Background: an optimization exercise with open tools, aiming at small area. Do not read the settings as production practice. The RTL was checked by simulation tests, not by an equivalence proof against the original design. The flow treats the clock pin as an ideal source, which a real chip does not have. Power and IR drop assume default switching activity.

## hc_sr04
module hc_sr04(
	input			clk,
	input			rst_n,
	input			echo_in,
	output			trig_out,
	output			cycle_out,
	output			valid,
	output			timeout,
	output			busy,
	output	[6:0]	hex2,
	output	[6:0]	hex1,
	output	[6:0]	hex0
);
Size: ~29 I/O pins, ~2200 um2 of cells after synthesis.
==> flow/config.mk <==
export PLATFORM = sky130hd
export DESIGN_NAME = hc_sr04
export DESIGN_NICKNAME = hc_sr04
export VERILOG_FILES = /design/flow/design.v
export SDC_FILE = /design/flow/constraint.sdc
export NUM_CORES = 4
export LEC_CHECK = 0
export ABC_AREA = 1
export CAP_MARGIN = 20
export CORE_MARGIN = 2
export CORE_UTILIZATION = 40
export SLEW_MARGIN = 20
==> flow/constraint.sdc <==
create_clock -name core_clock -period 20.0 [get_ports {clk}]
set_input_delay 4.0000 -clock core_clock [delete_from_list [all_inputs] [get_ports {clk}]]
set_output_delay 4.0000 -clock core_clock [all_outputs]
set_load 0.01 [all_outputs]
standard.sh (not shown) runs the stock make flow with config.mk's settings and CLKGATE_MAP_FILE= SYNTH_SCRIPT=/design/flow/synth_recipe.tcl, a recipe that flattens the netlist after the stock synthesis.
==> flow/flow/run.sh <==
#!/bin/bash
# Own layout flow:
#  1. the standard synthesis, unchanged (standard.sh synth);
#  2. the combinational logic between the registers re-mapped for area with Yosys/ABC
#     (flow/reopt.ys, flow/area.abc; twelve seeds, the smallest result kept); registers keep
#     their instances, names and cells;
#  3. the standard floorplan, placement, CTS, routing and finish, with
#     - port buffers of the smallest buffer cell (every input and output still gets one),
#     - a clock tree of four leaf buffers, one per k-means group of flip-flops,
#       driven straight from the clock port (flow/clocktree.tcl).
# Each tool's output goes to a log of its own in this folder.
set -euo pipefail
W=$(pwd)
R=$W/orfs/results/${FLOW_PLATFORM}/hc_sr04/base
LIB=$FLOW_HOME/platforms/${FLOW_PLATFORM}/lib/sky130_fd_sc_hd__tt_025C_1v80.lib
YOSYS=$FLOW_HOME/../tools/install/yosys/bin/yosys
[[ -x $YOSYS ]] || YOSYS=yosys

bash standard.sh synth > synth.log 2>&1

cp $R/1_2_yosys.v $W/synth_standard.v
# Twelve ABC runs with different seeds (four at a time); the smallest netlist is kept.
for s in 1 2 3 4 5 6 7 8 9 10 11 12; do
  sed "s/SEED/$s/" flow/area.abc > area_$s.abc
  sed -e "s#LIBERTY#$LIB#g" -e "s#IN_NETLIST#$W/synth_standard.v#" -e "s#OUT_NETLIST#$W/synth_reopt_$s.v#" \
      -e "s#ABC_SCRIPT#$W/area_$s.abc#" flow/reopt.ys > reopt_run_$s.ys
  $YOSYS -s reopt_run_$s.ys > reopt_$s.log 2>&1 &
  if (( s % 4 == 0 )); then wait; fi
done
wait
best=""
for s in 1 2 3 4 5 6 7 8 9 10 11 12; do
  a=$(grep "Chip area" reopt_$s.log | tail -1 | awk '{print $NF}')
  echo "reopt seed $s: $a" >> reopt_choice.log
  if [[ -n "$a" && -f synth_reopt_$s.v ]] && { [[ -z "$best" ]] || awk "BEGIN{exit !($a < $besta)}"; }; then
    best=$s; besta=$a
  fi
done
echo "chosen: seed $best ($besta)" >> reopt_choice.log
cp $W/synth_reopt_$best.v $W/synth_reopt.v
cp $W/synth_reopt.v $R/1_2_yosys.v
rm -f $R/1_synth.odb $R/1_synth.sdc
bash standard.sh synth > synth_odb.log 2>&1

export BUFFER_PORTS_ARGS="-buffer_cell sky130_fd_sc_hd__buf_1"
export PRE_CTS_TCL=$W/flow/clocktree.tcl
export CTS_ARGS="-repair_clock_nets -dont_use_dummy_load -clk_nets clk -buf_list {sky130_fd_sc_hd__clkbuf_8}"
bash standard.sh floorplan > floorplan.log 2>&1
bash standard.sh place > place.log 2>&1
bash standard.sh cts > cts.log 2>&1
bash standard.sh route > route.log 2>&1
bash standard.sh finish > finish.log 2>&1
==> flow/flow/area.abc <==
strash; &get -n; &deepsyn -T 30 -S SEED; &put; dch -f; amap; topo
Other scripts of this flow, unchanged in this note and not shown: flow/flow/clocktree.tcl, flow/flow/reopt.ys
The first run completed with no timing, DRC or antenna violations.
Change:
--- a/flow/flow/run.sh
+++ b/flow/flow/run.sh
@@ -5 +5 @@
-#     (flow/reopt.ys, flow/area.abc; twelve seeds, the smallest result kept); registers keep
+#     (flow/reopt.ys, flow/area.abc; 24 seeds, the smallest result kept); registers keep
@@ -22,2 +22,2 @@
-# Twelve ABC runs with different seeds (four at a time); the smallest netlist is kept.
-for s in 1 2 3 4 5 6 7 8 9 10 11 12; do
+# 24 ABC runs with different seeds (four at a time); the smallest netlist is kept.
+for s in $(seq 1 24); do
@@ -32 +32 @@
-for s in 1 2 3 4 5 6 7 8 9 10 11 12; do
+for s in $(seq 1 24); do
==> flow/flow/area.abc (replaced) <==
strash; &get -n; &deepsyn -T 45 -S SEED; &put; dch -f; amap; topo
The changed run finished with timing, DRC and antenna clean.
Routed wire length is unchanged.
Via count is unchanged.
Global-route usage does not change.
Sequential share of layout area does not change.
Worst setup slack is unchanged.
Synthesized cell count stays the same.
Final area stays the same.
Change:
--- a/flow/flow/run.sh
+++ b/flow/flow/run.sh
@@ -5 +5 @@
-#     (flow/reopt.ys, flow/area.abc; 24 seeds, the smallest result kept); registers keep
+#     (flow/reopt.ys, flow/area.abc; eight seeds, the smallest result kept); registers keep
@@ -22,2 +22,2 @@
-# 24 ABC runs with different seeds (four at a time); the smallest netlist is kept.
-for s in $(seq 1 24); do
+# Eight ABC runs with different seeds (four at a time); the smallest netlist is kept.
+for s in 1 2 3 4 5 6 7 8; do
@@ -32 +32 @@
-for s in $(seq 1 24); do
+for s in 1 2 3 4 5 6 7 8; do
==> flow/flow/area.abc (replaced) <==
strash; &get -n; &deepsyn -T 30 -S SEED; &put; dch -f; amap; topo
Outcome: The new run completed without violations; sequential power hardly moves; wire length does not change; die area is unchanged; total power does not change; hold slack stays the same; clock power barely changes; via count does not change.

[separate check: timing with driven ports]
In the flow no input, the clock included, has a driving cell. The finished layouts below were timed again as built, in two steps.
Step 1: set_driving_cell puts a clkbuf_16 on clk and a buf_2 on each other input, an assumption about the parent block.
Step 2 times the ports against the registers' clock, not the clock port: input delays grow and output delays shrink by t, the midpoint of the rising clock arrivals with the driver on.
a / b / c = no drivers / after step 1 / after step 2; a / b = the first two.
run | t (ns) | setup slack, ns | slew at the worst register clock pin (ns)
the first run | 0.203 | 14.041 / 13.991 / 14.194 | 0.10 / 0.10
the second run | 0.203 | 14.041 / 13.991 / 14.194 | 0.10 / 0.10
the third run | 0.203 | 14.041 / 13.991 / 14.194 | 0.10 / 0.10
After both steps setup and hold are still met in every run listed.
